This design comes from an exercise in tuning for small area, a short achievable clock period and few clock cycles per item on the open sky130 flow, not from production work. No run shown here included a check of the RTL's function; only the layout flow was run. Power figures rest on the tool's default switching activity, not on a simulated workload.

--- flow/flow/run.sh ---
#!/bin/bash
set -euo pipefail
bash standard.sh SETUP_SLACK_MARGIN=6.25 "BUFFER_PORTS_ARGS=-buffer_cell sky130_fd_sc_hd__buf_4" finish > standard_flow.log 2>&1
--- flow/standard.sh ---
#!/bin/bash
# synth_recipe.tcl (not shown) runs the flow's synth.tcl, then flattens the netlist and writes it again
# the make line also repeats each setting of config.mk as NAME=value (left out here)
make -C /OpenROAD-flow-scripts/flow DESIGN_CONFIG=/design/flow/config.mk WORK_HOME=/design/flow/orfs CLKGATE_MAP_FILE= SYNTH_SCRIPT=/design/flow/synth_recipe.tcl "${@:-finish}"
--- flow/config.mk ---
export PLATFORM = sky130hd
export DESIGN_NAME = conv_128_8_16_1
export DESIGN_NICKNAME = conv_128_8_16_1
export VERILOG_FILES = /design/flow/design.v
export SDC_FILE = /design/flow/constraint.sdc
export NUM_CORES = 4
export LEC_CHECK = 0
export ABC_AREA = 1
export CAP_MARGIN = 20
export CORE_MARGIN = 2
export CORE_UTILIZATION = 40
export CTS_CLUSTER_DIAMETER = 60
export CTS_CLUSTER_SIZE = 30
export SLEW_MARGIN = 20
--- flow/constraint.sdc ---
create_clock -name core_clock -period 10.0 [get_ports {clk}]
set_input_delay 2.0000 -clock core_clock [delete_from_list [all_inputs] [get_ports {clk}]]
set_output_delay 2.0000 -clock core_clock [all_outputs]
set_load 0.01 [all_outputs]
--- flow/design.v ---
module conv_128_8_16_1(clk, reset, x_data, x_valid, x_ready, y_data, y_valid, y_ready);
  input clk, reset, x_valid, y_ready;
  input signed [15:0] x_data;
  output logic x_ready, y_valid;
  output logic signed [15:0] y_data;
  function automatic int th(input int k);
    case (k)
      0: th = 344;  1: th = 171;  2: th = 207;  3: th = 697;
      4: th = 140;  5: th = 799;  6: th = 3276; default: th = 399;
    endcase
  endfunction
  function automatic logic [16:0] add17(input logic [16:0] a, input logic [16:0] b, input logic ci);
    logic [16:0] p, g, gg, pp, c;
    p = a ^ b;
    g = a & b;
    g[0] = g[0] | (p[0] & ci);
    gg = g; pp = p;
    for (int l = 1; l <= 4; l++)
      for (int i = (1 << l) - 1; i < 17; i += (1 << l)) begin
        gg[i] = gg[i] | (pp[i] & gg[i - (1 << (l - 1))]);
        pp[i] = pp[i] & pp[i - (1 << (l - 1))];
      end
    for (int l = 3; l >= 1; l--)
      for (int i = (1 << l) + (1 << (l - 1)) - 1; i < 17; i += (1 << l)) begin
        gg[i] = gg[i] | (pp[i] & gg[i - (1 << (l - 1))]);
        pp[i] = pp[i] & pp[i - (1 << (l - 1))];
      end
    c = {gg[15:0], ci};
    add17 = p ^ c;
  endfunction
  function automatic logic [33:0] csa(input logic [16:0] a, input logic [16:0] b, input logic [16:0] c);
    csa = {(a & b) | (a & c) | (b & c), a ^ b ^ c};
  endfunction
  logic signed [15:0] xp;         
  logic signed [16:0] x3p, x5p;
  logic [7:0]         satp;       
  logic               vp;
  logic [6:0]         idx;        
  logic signed [15:0] acc0;       
  logic [16:0]        r1, r2, r3, r4, r5, r6;    
  logic [1:0]         h1, h2, h3, h4, h5, h6;
  logic [16:0]        y0, y1;     
  logic               v1;
  logic               run;        
  wire [16:0] x1i = {x_data[15], x_data};
  logic [7:0] sat_n;
  always_comb
    for (int k = 0; k < 8; k++)
      sat_n[k] = (x_data > th(k)) | (x_data < -th(k));
  always_ff @(posedge clk)
    if (run) begin
      xp   <= x_data;
      x3p  <= add17(x1i, x1i << 1, 1'b0);
      x5p  <= add17(x1i, x1i << 2, 1'b0);
      satp <= sat_n;
    end
  wire [16:0] x1 = {xp[15], xp};
  wire        xs = xp[15];
  localparam logic [16:0] PHI = 17'h07fff, PLO = 17'h18000;
  function automatic logic [16:0] satv(input logic s, input logic neg, input logic [16:0] u);
    satv = !s ? u : (xs ^ neg) ? PLO : PHI;
  endfunction
  function automatic logic [16:0] keep(input logic s, input logic [16:0] w);
    keep = s ? 17'h0 : w;
  endfunction
  function automatic logic [16:0] keepn(input logic s, input logic [16:0] v);
    keepn = s ? 17'h1ffff : ~v;
  endfunction
  function automatic logic [16:0] sx(input logic [16:0] r, input logic [1:0] h);
    for (int i = 0; i < 8; i++)
      sx[i] = r[16] ? (r[15] & r[i]) : (r[15] | r[i]);
    for (int i = 8; i < 15; i++)
      sx[i] = ~h[1] ? (~h[0] & r[i]) : (~h[0] | r[i]);
    sx[16:15] = {2{r[16]}};
  endfunction
  wire [16:0] a0 = {acc0[15], acc0}, a1 = sx(r1, h1), a2 = sx(r2, h2), a3 = sx(r3, h3),
              a4 = sx(r4, h4), a5 = sx(r5, h5), a6 = sx(r6, h6);
  wire [16:0] s0 = add17(satv(satp[0], 1'b0, x3p << 5), keepn(satp[0], x1), 1'b1);
  wire [33:0] c1 = csa(a0, satv(satp[1], 1'b0, x3p << 6), keepn(satp[1], x1));
  wire [16:0] s1 = add17(c1[16:0], {c1[32:17], 1'b1}, 1'b0);
  wire [33:0] c2 = csa(a1, satv(satp[2], 1'b0, x5p << 5), keepn(satp[2], x1 << 1));
  wire [16:0] s2 = add17(c2[16:0], {c2[32:17], 1'b1}, 1'b0);
  wire [33:0] c3 = csa(a2, satv(satp[3], 1'b1, x1), keepn(satp[3], x3p << 4));
  wire [16:0] s3 = add17(c3[16:0], {c3[32:17], 1'b1}, 1'b0);
  wire [33:0] c4a = csa(satv(satp[4], 1'b1, x3p << 1), keep(satp[4], x1 << 4), keepn(satp[4], x1 << 8));
  wire [33:0] c4 = csa(a3, c4a[16:0], {c4a[32:17], 1'b1});
  wire [16:0] s4 = add17(c4[16:0], {c4[32:17], 1'b0}, 1'b0);
  wire [33:0] c5 = csa(a4, keepn(satp[5], x5p << 3), satv(satp[5], 1'b1, ~x1));
  wire [16:0] s5 = add17(c5[16:0], {c5[32:17], 1'b1}, ~satp[5]);
  wire [16:0] s6 = add17(a5, satv(satp[6], 1'b0, x5p << 1), 1'b0);
  wire [33:0] c7 = csa(a6, satv(satp[7], 1'b0, x5p << 4), keep(satp[7], x1 << 1));
  wire [16:0] s7 = add17(c7[16:0], {c7[32:17], 1'b0}, 1'b0);
  always_comb begin
    for (int i = 0; i < 15; i++)
      y_data[i] = ~y0[16] & (y0[15] | y0[i]);
    y_data[15] = 1'b0;
  end
  wire adv  = vp & run;                  
  wire push = adv & (idx >= 7);          
  wire y0_free = ~y_valid | y_ready;
  always_ff @(posedge clk) begin
    if (adv) begin
      acc0 <= s0[15:0];
      r1 <= s1;
      r2 <= s2;
      r3 <= s3;
      r4 <= s4;
      r5 <= s5;
      r6 <= s6;
      h1 <= ~s1[16:15];
      h2 <= ~s2[16:15];
      h3 <= ~s3[16:15];
      h4 <= ~s4[16:15];
      h5 <= ~s5[16:15];
      h6 <= ~s6[16:15];
    end
    if (~v1) y1 <= s7;
    if (y0_free) y0 <= v1 ? y1 : s7;
  end
  logic vp_n, v1_n, run_n;
  logic [6:0] idx_n;
  always_comb begin
    vp_n  = run ? x_valid : vp;
    v1_n  = y0_free ? 1'b0 : (v1 | push);
    idx_n = adv ? idx + 7'd1 : idx;
    run_n = ~(v1_n & vp_n & (idx_n >= 7));
  end
  always_ff @(posedge clk) begin
    if (reset) begin
      vp      <= 1'b0;
      v1      <= 1'b0;
      y_valid <= 1'b0;
      idx     <= 7'd0;
      run     <= 1'b1;
      x_ready <= 1'b1;
    end else begin
      vp      <= vp_n;
      v1      <= v1_n;
      y_valid <= y0_free ? (v1 | push) : 1'b1;
      idx     <= idx_n;
      run     <= run_n;
      x_ready <= run_n;
    end
  end
endmodule
==> results of run 1 <==
[repair_timing]
action / CTS / global route
pin swaps: 2 / 7
setup buffers: 24 / 25
setup endpoints to repair: 51 / 35
resized for setup: 16 / 52
cloned: 0 / 0
[sequential cells by signal, summed over array words and instances (netlist names), 2 cells and up]
register / flops
r1: 17
r2: 17
r3: 17
r4: 17
r5: 17
r6: 17
y0: 17
y1: 17
acc0: 16
x5p: 16
x3p: 15
xp: 14
satp: 8
idx: 7
h1: 2
h2: 2
h3: 2
h4: 2
h5: 2
h6: 2
[layout make-up]
class / instances / area share, %
Sequential cell: 228 / 30.2
Tap cell: 615 / 3.54
Clock buffer: 30 / 3.35
Clock inverter: 22 / 1.28
Timing Repair Buffer: 89 / 3.18
Multi-Input combinational cell: 1437 / 51.1
Inverter: 414 / 7.32
[power by group]
group          internal [mW]  switching (mW)  total, mW
clock                  0.573           0.508       1.08
combinational           1.28            1.85       3.13
sequential              1.58           0.158       1.74
[through the flow]
stage	hold WS [ns]	area (um^2)	cells	power, mW
2_1_floorplan	0.418	19300	2116	3.93
3_3_place_gp	0.435	20100	2734	4.73
3_5_place_dp	0.436	20100	2734	4.82
4_1_cts	0.456	21400	2810	5.92
5_1_grt	0.482	21700	2835	6.51
6_report	0.450	21700	2835	5.95
[worst max-delay path, cell delays in order (launching register included)]
cell and delay, ns:
edfxtp_1 0.41, buf_12 0.18, inv_8 0.15, nand2_4 0.11
o21ai_1 0.13, fa_1 0.46, inv_1 0.09, fa_1 0.46
ha_4 0.28, a21oi_1 0.14, nand2_1 0.09, inv_1 0.05
nand2_1 0.04, inv_1 0.08, o21bai_1 0.09, fa_2 0.36
xnor2_2 0.17, inv_1 0.05
[per-layer routing]
metal / up-vias / part of all wire [%] / track usage, %
li1: 6917 / - / -
met4: 0 / 3.2 / 6.71
met3: 94 / 5.7 / 2.99
met1: 6858 / 42 / 26.9
met5: - / 0 / 0
met2: 377 / 49 / 36.4
[final timing paths]
path / startpoint / end / slack [ns] / cells after the start
setup / recovery: xp[15]$_DFFE_PP_ / r4[15]$_DFFE_PP_ / 6.37 / 17
hold / removal: y1[4]$_DFF_P_ / y1[4]$_DFF_P_ / 0.45 / 2
setup reg to reg: xp[15]$_DFFE_PP_ / r4[15]$_DFFE_PP_ / 6.37 / 17
hold reg to reg: y1[4]$_DFF_P_ / y1[4]$_DFF_P_ / 0.45 / 2
[layout by cell type, fill, tap and decap left out, types with 9 or more instances in the layout]
cell and instances:
nor3_1 10, nor2_2 10, dfxtp_1 27, xor2_1 42, a31oi_1 14, xnor2_1 48, clkbuf_16 29, o21ai_0 151
a21oi_1 65, ha_1 180, o21ai_1 20, nand4_1 9, fa_1 163, nor2_1 202, inv_2 22, nand2_1 356
a21o_1 20, edfxtp_1 200, buf_4 85, nand3_1 73, inv_1 382, nand2_2 10
[cells by family (layout without fill, tap and decap cells)]
logic type | after synthesis | after routing | share of synthesized area (%)
fa+ha+maj | 347 | 347 | 28.9
simple gates | 687 | 687 | 14.5
other cells | 1 | 1 | 0.0195
compound gates | 307 | 307 | 8.96
buf+inv | 451 | 555 | 9.10
xor+xnor | 95 | 95 | 4.36
flops | 228 | 228 | 34.1
==> impl_metrics.json, run 1 <==
{
  "num_rows": 80,
  "numClockSinks": 228,
  "syn-num-nets": 2483,
  "cts-root-buf": "clkbuf_16",
  "multi_input_area_mm2": 0.0111,
  "power_density_mw_per_mm2": 274,
  "finalWirelength_mm": 51.7,
  "yosysMostFrequentCell": "inv_1",
  "htreeDepth": 1,
  "cp_data_arrival_time_ns": 3.96,
  "grt_usage_pct": 20.9,
  "hold_buffers": 0,
  "drt_iter0_drc": 1009,
  "dp_hpwl_mm": 40.0,
  "dr.pass1.iters": 6,
  "maxCapViolCount": 0,
  "ys_types": 49,
  "coreArea_mm2": 0.0476,
  "drive_gt1_share_pct": 10.3,
  "hold_violations": 0,
  "rsz0062_at_grt": "yes",
  "skew_ns": 0.0202,
  "grt_pass1_wl_mm": 79.9,
  "post-route-util_pct": 45.6,
  "syn_area_per_cell_um2": 9.10,
  "async_flop_share_pct": 0,
  "die_area_mm2": 0.0499,
  "period_needed_ns": 3.63,
  "start_kind": "flip-flop",
  "nNetsFinal": 2565,
  "portBuffers": 36,
  "synth_edf_count": 200,
  "wl_per_cell_um": 18.2,
  "synth_top_area_cell": "edfxtp_1",
  "vias": 14200,
  "pre_cts_slack_ns": 5.44,
  "status": "timing/DRC/antenna clean",
  "die_height_um": 223,
  "slew_headroom_pct": 42.6,
  "clock_latency_ns": 0.58,
  "initial_core_util_pct": 40.4,
  "power.leakage_nw": 9.98,
  "gp_congestion": 0.935,
  "diodes": 0,
  "synth_top_area_share_pct": 31.2,
  "route.detailed.drc": 0,
  "tightest_slew_ns": 0.859,
  "syn_area_mm2": 0.0193,
  "crit_required_ns": 10.33,
  "seqCellArea_mm2": 0.00657,
  "fin_crit_sh_pct": 36.3,
  "grt_max_degree": 84,
  "worstSetupEndpointType": "flip-flop",
  "drv_slew": 0,
  "setup_slack_ns": 6.37,
  "synthTopCellsByArea": "edfxtp_1 31%, fa_1 17%, ha_1 12%",
  "ir_drop_mv": 0.167,
  "cts.path.max_buffers": 3,
  "area_growth_pct": 12.9,
  "clock.fmax_mhz": 275,
  "num-fill-cells": 4580,
  "clk_pin_slew_ns": 0.07,
  "synth_seq_area_share_pct": 34.1,
  "synth_common_cells": "389 x inv_1, 365 x nand2_1, 209 x nor2_1, 200 x edfxtp_1, 183 x ha_1",
  "path_max_fanout": 13,
  "synth_cells": 2116,
  "viasPerCell": 5.03,
  "synth_seq_cells": 228,
  "synth_top_flop_cell": "edfxtp_1",
  "cts_tree": "done",
  "criticalPathCategory": "reg -> reg",
  "grt_pass1_vias": 14200,
  "setup_viol": 0,
  "numCtsBuffers": 28,
  "fin_setup_tns_ns": 0,
  "yosysWarnings": 1,
  "overflow": 0,
  "die_x_um": 223,
  "ioPinCount": 38,
  "holdCritPathClass": "reg -> reg",
  "antenna_found_initial": 1,
  "drtAntennaViolNets": 0
}
==> run 2, diff against run 1 <==
--- a/flow/design.v
+++ b/flow/design.v
@@ -33,2 +33,6 @@
   endfunction
+  function automatic logic signed [15:0] sat17(input logic [16:0] s);
+    if (s[16] != s[15]) sat17 = s[16] ? 16'sh8000 : 16'sh7fff;
+    else                sat17 = s[15:0];
+  endfunction
   logic signed [15:0] xp;         
@@ -40,6 +44,6 @@
   logic [16:0]        r1, r2, r3, r4, r5, r6;    
-  logic [1:0]         h1, h2, h3, h4, h5, h6;
-  logic [16:0]        y0, y1;     
-  logic               v1;
-  logic               run;        
+  logic [16:0]        r7;         
+  logic               sp;         
+  wire run = ~(sp & ~y_ready);
+  assign x_ready = run;
   wire [16:0] x1i = {x_data[15], x_data};
@@ -68,11 +72,9 @@
   endfunction
-  function automatic logic [16:0] sx(input logic [16:0] r, input logic [1:0] h);
-    for (int i = 0; i < 8; i++)
-      sx[i] = r[16] ? (r[15] & r[i]) : (r[15] | r[i]);
-    for (int i = 8; i < 15; i++)
-      sx[i] = ~h[1] ? (~h[0] & r[i]) : (~h[0] | r[i]);
-    sx[16:15] = {2{r[16]}};
+  function automatic logic [16:0] sx(input logic [16:0] r);
+    logic [15:0] t;
+    t = sat17(r);
+    sx = {t[15], t};
   endfunction
-  wire [16:0] a0 = {acc0[15], acc0}, a1 = sx(r1, h1), a2 = sx(r2, h2), a3 = sx(r3, h3),
-              a4 = sx(r4, h4), a5 = sx(r5, h5), a6 = sx(r6, h6);
+  wire [16:0] a0 = {acc0[15], acc0}, a1 = sx(r1), a2 = sx(r2), a3 = sx(r3), a4 = sx(r4),
+              a5 = sx(r5), a6 = sx(r6);
   wire [16:0] s0 = add17(satv(satp[0], 1'b0, x3p << 5), keepn(satp[0], x1), 1'b1);
@@ -84,4 +86,4 @@
   wire [16:0] s3 = add17(c3[16:0], {c3[32:17], 1'b1}, 1'b0);
-  wire [33:0] c4a = csa(satv(satp[4], 1'b1, x3p << 1), keep(satp[4], x1 << 4), keepn(satp[4], x1 << 8));
-  wire [33:0] c4 = csa(a3, c4a[16:0], {c4a[32:17], 1'b1});
+  wire [33:0] c4a = csa(a3, satv(satp[4], 1'b1, x3p << 1), keep(satp[4], x1 << 4));
+  wire [33:0] c4 = csa(c4a[16:0], {c4a[32:17], 1'b1}, keepn(satp[4], x1 << 8));
   wire [16:0] s4 = add17(c4[16:0], {c4[32:17], 1'b0}, 1'b0);
@@ -92,10 +94,6 @@
   wire [16:0] s7 = add17(c7[16:0], {c7[32:17], 1'b0}, 1'b0);
-  always_comb begin
-    for (int i = 0; i < 15; i++)
-      y_data[i] = ~y0[16] & (y0[15] | y0[i]);
-    y_data[15] = 1'b0;
-  end
+  wire signed [15:0] n7 = sat17(r7);
+  assign y_data = n7[15] ? 16'sd0 : n7;    
   wire adv  = vp & run;                  
   wire push = adv & (idx >= 7);          
-  wire y0_free = ~y_valid | y_ready;
   always_ff @(posedge clk) begin
@@ -109,13 +107,6 @@
       r6 <= s6;
-      h1 <= ~s1[16:15];
-      h2 <= ~s2[16:15];
-      h3 <= ~s3[16:15];
-      h4 <= ~s4[16:15];
-      h5 <= ~s5[16:15];
-      h6 <= ~s6[16:15];
     end
-    if (~v1) y1 <= s7;
-    if (y0_free) y0 <= v1 ? y1 : s7;
+    if (push) r7 <= s7;
   end
-  logic vp_n, v1_n, run_n;
+  logic vp_n, yv_n;
   logic [6:0] idx_n;
@@ -123,5 +114,4 @@
     vp_n  = run ? x_valid : vp;
-    v1_n  = y0_free ? 1'b0 : (v1 | push);
+    yv_n  = push | (y_valid & ~y_ready);
     idx_n = adv ? idx + 7'd1 : idx;
-    run_n = ~(v1_n & vp_n & (idx_n >= 7));
   end
@@ -130,14 +120,10 @@
       vp      <= 1'b0;
-      v1      <= 1'b0;
       y_valid <= 1'b0;
       idx     <= 7'd0;
-      run     <= 1'b1;
-      x_ready <= 1'b1;
+      sp      <= 1'b0;
     end else begin
       vp      <= vp_n;
-      v1      <= v1_n;
-      y_valid <= y0_free ? (v1 | push) : 1'b1;
+      y_valid <= yv_n;
       idx     <= idx_n;
-      run     <= run_n;
-      x_ready <= run_n;
+      sp      <= yv_n & vp_n & (idx_n >= 7);
     end
==> flow/flow/run.sh (replaced) <==
#!/bin/bash
set -euo pipefail
bash standard.sh SETUP_SLACK_MARGIN=5.5 finish > standard_flow.log 2>&1
--- a/flow/config.mk
+++ b/flow/config.mk
@@ -11,4 +11,2 @@
 export CORE_UTILIZATION = 40
-export CTS_CLUSTER_DIAMETER = 60
-export CTS_CLUSTER_SIZE = 30
 export SLEW_MARGIN = 20
==> run 2 against run 1 <==
Setup slack got worse by 0.81 ns. Combinational power up 46%. Largest cell class unchanged. Largest power group unchanged. Clock power fell by about 30%. Critical endpoint is now x_ready. Critical path type is now in -> out. Critical path depth fell by 13.
==> impl_metrics.json, run 2 <==
{
  "status": "timing/DRC/antenna clean",
  "final_cell_count_no_fill": 2656,
  "globalRouteMet1Util_pct": 26.6,
  "final_cell_mix": "384 x nand2_1, 379 x inv_1, 199 x ha_1",
  "crit_required_ns": 8.00,
  "wl_per_cell_um": 17.8,
  "syn_area_per_cell_um2": 9.12,
  "cts.path.max_buffers": 2,
  "drv_slew": 0,
  "r2r_start": "satp[4]$_DFFE_PN_",
  "numClockSinks": 198,
  "setup_slack_ns": 5.56,
  "die_x_um": 219,
  "die_height_um": 219,
  "power.leakage_nw": 9.36,
  "clock.fmax_mhz": 225,
  "cts-root-buf": "clkbuf_16",
  "fin_setup_tns_ns": 0,
  "synth_seq_cells": 198,
  "vias": 13700,
  "diodes": 0,
  "cp_data_arrival_time_ns": 2.44,
  "path_max_fanout": 2,
  "holdCritPathClass": "reg -> reg",
  "nNetsFinal": 2429,
  "finalWirelength_mm": 47.3,
  "p_sw_mw": 3.17,
  "grt_max_degree": 63,
  "cp_slowest_cell": "buf_6",
  "coreArea_mm2": 0.0454,
  "cp-startpoint": "y_ready",
  "overflow": 0,
  "worstSetupEndpointType": "output pin",
  "grt_pass1_wl_mm": 74.9,
  "maxCapViolCount": 0,
  "synth_top_area_share_pct": 30.6,
  "dr.pass1.iters": 5,
  "synth_top_area_cell": "edfxtp_1",
  "hold_violations": 0,
  "internal-power_mw": 3.82,
  "die_area_mm2": 0.0478,
  "p_seq_share_pct": 23.6,
  "num_rows": 78,
  "dpl.cell_count": 2613,
  "synthTopCellsByArea": "edfxtp_1 31%, fa_1 18%, ha_1 14%",
  "numCtsBuffers": 17,
  "setup_viol": 0,
  "clk_pin_slew_ns": 0.07,
  "drtAntennaViolNets": 0,
  "p_sw_share_pct": 45.4,
  "grt_pass1_vias": 13700,
  "slew_headroom_pct": 44.4,
  "route.detailed.drc": 0,
  "tightest_slew_ns": 0.834,
  "synth_seq_area_share_pct": 31.7,
  "start_kind": "primary input",
  "grt_usage_pct": 20.7,
  "pre_cts_slack_ns": 4.28,
  "grt.busiest_layer": "met2",
  "synth_top_flop_cell": "edfxtp_1",
  "period_needed_ns": 4.44,
  "r2r_cells": 15,
  "initial_core_util_pct": 40.6,
  "r2r-end": "r4[15]$_DFFE_PP_",
  "viasPerCell": 5.14,
  "rsz0062_at_grt": "yes",
  "pwr-share-clk_pct": 10.8,
  "synth_cells": 2021,
  "antenna_found_initial": 1,
  "yosysMostFrequentCell": "nand2_1",
  "fin_crit_sh_pct": 44.4,
  "grt_util_met2_pct": 35.2,
  "mostFrequentLayoutCell": "nand2_1",
  "yosysWarnings": 1,
  "cts_tree": "done",
  "clock_latency_ns": 0.47,
  "ys_types": 51,
  "htreeDepth": 4,
  "syn_area_mm2": 0.0184,
  "drive_gt1_share_pct": 4.82,
  "endpoint": "x_ready",
  "hold_buffers": 0,
  "comb_power_share_pct": 65.6,
  "drt_iter0_drc": 1012,
  "synth_edf_count": 188,
  "ir_drop_mv": 0.153,
  "holdPathStages": 2,
  "skew_ns": 0.0101,
  "synth_common_cells": "386 x nand2_1, 383 x inv_1, 202 x ha_1, 188 x edfxtp_1, 164 x fa_1",
  "r2r_setup_slack_ns": 5.64,
  "syn-num-nets": 2407,
  "gp_congestion": 0.876,
  "area_growth_pct": 9.44,
  "grtUsageMet3_pct": 2.73,
  "crit_top_cell": "buf_6",
  "criticalPathCategory": "in -> out",
  "async_flop_share_pct": 0,
  "cpPeakStageDelay_ns": 0.16,
  "power_density_mw_per_mm2": 346,
  "ioPinCount": 38,
  "dp_hpwl_mm": 36.9,
  "portBuffers": 36,
  "worstPathCellList": "buf_6 > clkinvlp_4 > nand2_8 > buf_6"
}
[run 2: cell count changes in the layout (fill, tap and decap cells not counted), sizes merged, moves of 9 or more]
| cell | change |
|---|---|
| nor2 | -102 |
| buf | -74 |
| a21oi | +33 |
| inv | -32 |
| o21ai | -32 |
| nand2 | +30 |
| clkdlybuf4s50 | +25 |
| ha | +19 |
| dfxtp | -18 |
| clkbuf | -13 |
| xnor2 | -13 |
| edfxtp | -12 |
| or2 | +9 |
[run 2: timing repair]
action | CTS | global route
gates resized for setup | 14 | 20
endpoints found under the hold margin | 0 | 0
gates cloned | 2 | 0
buffers inserted | 2 | 7
endpoints found under the setup margin | 99 | 41
pin swaps | 1 | 0
[run 2: layer usage]
metal	wire, um	vias up	share of wire, %
met2	23000	352	49
li1	-	6510	-
met1	20200	6723	43
met4	1630	0	3.5
met3	2520	78	5.3
met5	0	-	0
[run 2: how the worst min path moves through the flow]
stage	from	to	slack, ns
floorplan	idx[1]$_SDFF_PP0_	idx[1]$_SDFF_PP0_	0.48
global placement	idx[1]$_SDFF_PP0_	idx[1]$_SDFF_PP0_	0.51
detailed placement	y_valid$_SDFF_PP0_	y_valid$_SDFF_PP0_	0.49
CTS	y_valid$_SDFF_PP0_	y_valid$_SDFF_PP0_	0.51
global route	idx[0]$_SDFF_PP0_	idx[0]$_SDFF_PP0_	0.55
finish	y_valid$_SDFF_PP0_	y_valid$_SDFF_PP0_	0.51
[run 2: power by group through the flow]
stage                     Clock (mW)  Sequential, mW  Combinational, mW
after global routing           0.799            1.66               5.35
after detailed placement           0            1.66               4.58
after floorplan                    0            1.59               3.51
after global placement             0            1.66               4.41
after CTS                      0.771            1.64               4.60
final                          0.756            1.65               4.58
[run 2: layout make-up]
class	count	area (um^2)
Multi-Input combinational cell	1387	11000
Inverter	390	1490
Timing Repair Buffer	49	479
Sequential cell	198	5850
Clock inverter	15	198
Fill cell	4352	25200
Clock buffer	17	425
Tap cell	600	751
[run 2: metrics by stage]
stage | hold slack, ns | cell area [um^2] | power, mW | util [%]
floorplan | 0.479 | 18500 | 5.09 | -
global placement | 0.506 | 19400 | 6.07 | 42.7
detailed placement | 0.494 | 19400 | 6.24 | 42.7
CTS | 0.509 | 20100 | 7.02 | 44.2
global route | 0.547 | 20200 | 7.81 | 44.4
finish | 0.510 | 20200 | 6.98 | 44.4
[run 2: critical path: cells and delay by family]
family / cells / cell delay, ns
buffers and inverters: 3 / 0.35
and+or+nand+nor: 1 / 0.08
[run 2: cell families (layout without fill, tap and decap cells)]
kind of cell    Yosys count  in the layout  synth area share [%]
simple gates            630            632                  14.4
xor+xnor                 87             87                  4.18
other cells               1              1                0.0203
compound gates          301            301                  9.00
flops                   198            198                  31.7
fa+ha+maj               366            366                  31.5
buf+inv                 438            471                  9.16

## static timing again, ports no longer ideal
In the flow no input, the clock included, has a driving cell. The finished layouts below were timed again as built, in two steps. Step 1: set_driving_cell puts a clkbuf_16 on clk and a buf_2 on each other input, an assumption about the parent block. Step 2 also shifts input and output timing later by t, the mid clock arrival at the registers, as if the neighbouring blocks saw the same clock. Slacks: ideal ports / drivers / drivers and shift; pairs: ideal ports / drivers.
| run | t, ns | slack for setup (ns) | worst data-port slew with drivers (ns) |
|---|---|---|---|
| run 1 | 0.627 | 6.368 / 6.360 / 5.803 | 0.04 |
| run 2 | 0.518 | 5.561 / 5.529 / 5.260 | 0.04 |
After both steps setup and hold are still met in every run listed. For run 1, which loses most, drivers alone change the setup slack by -0.008 ns; drivers and shift together by -0.565 ns.
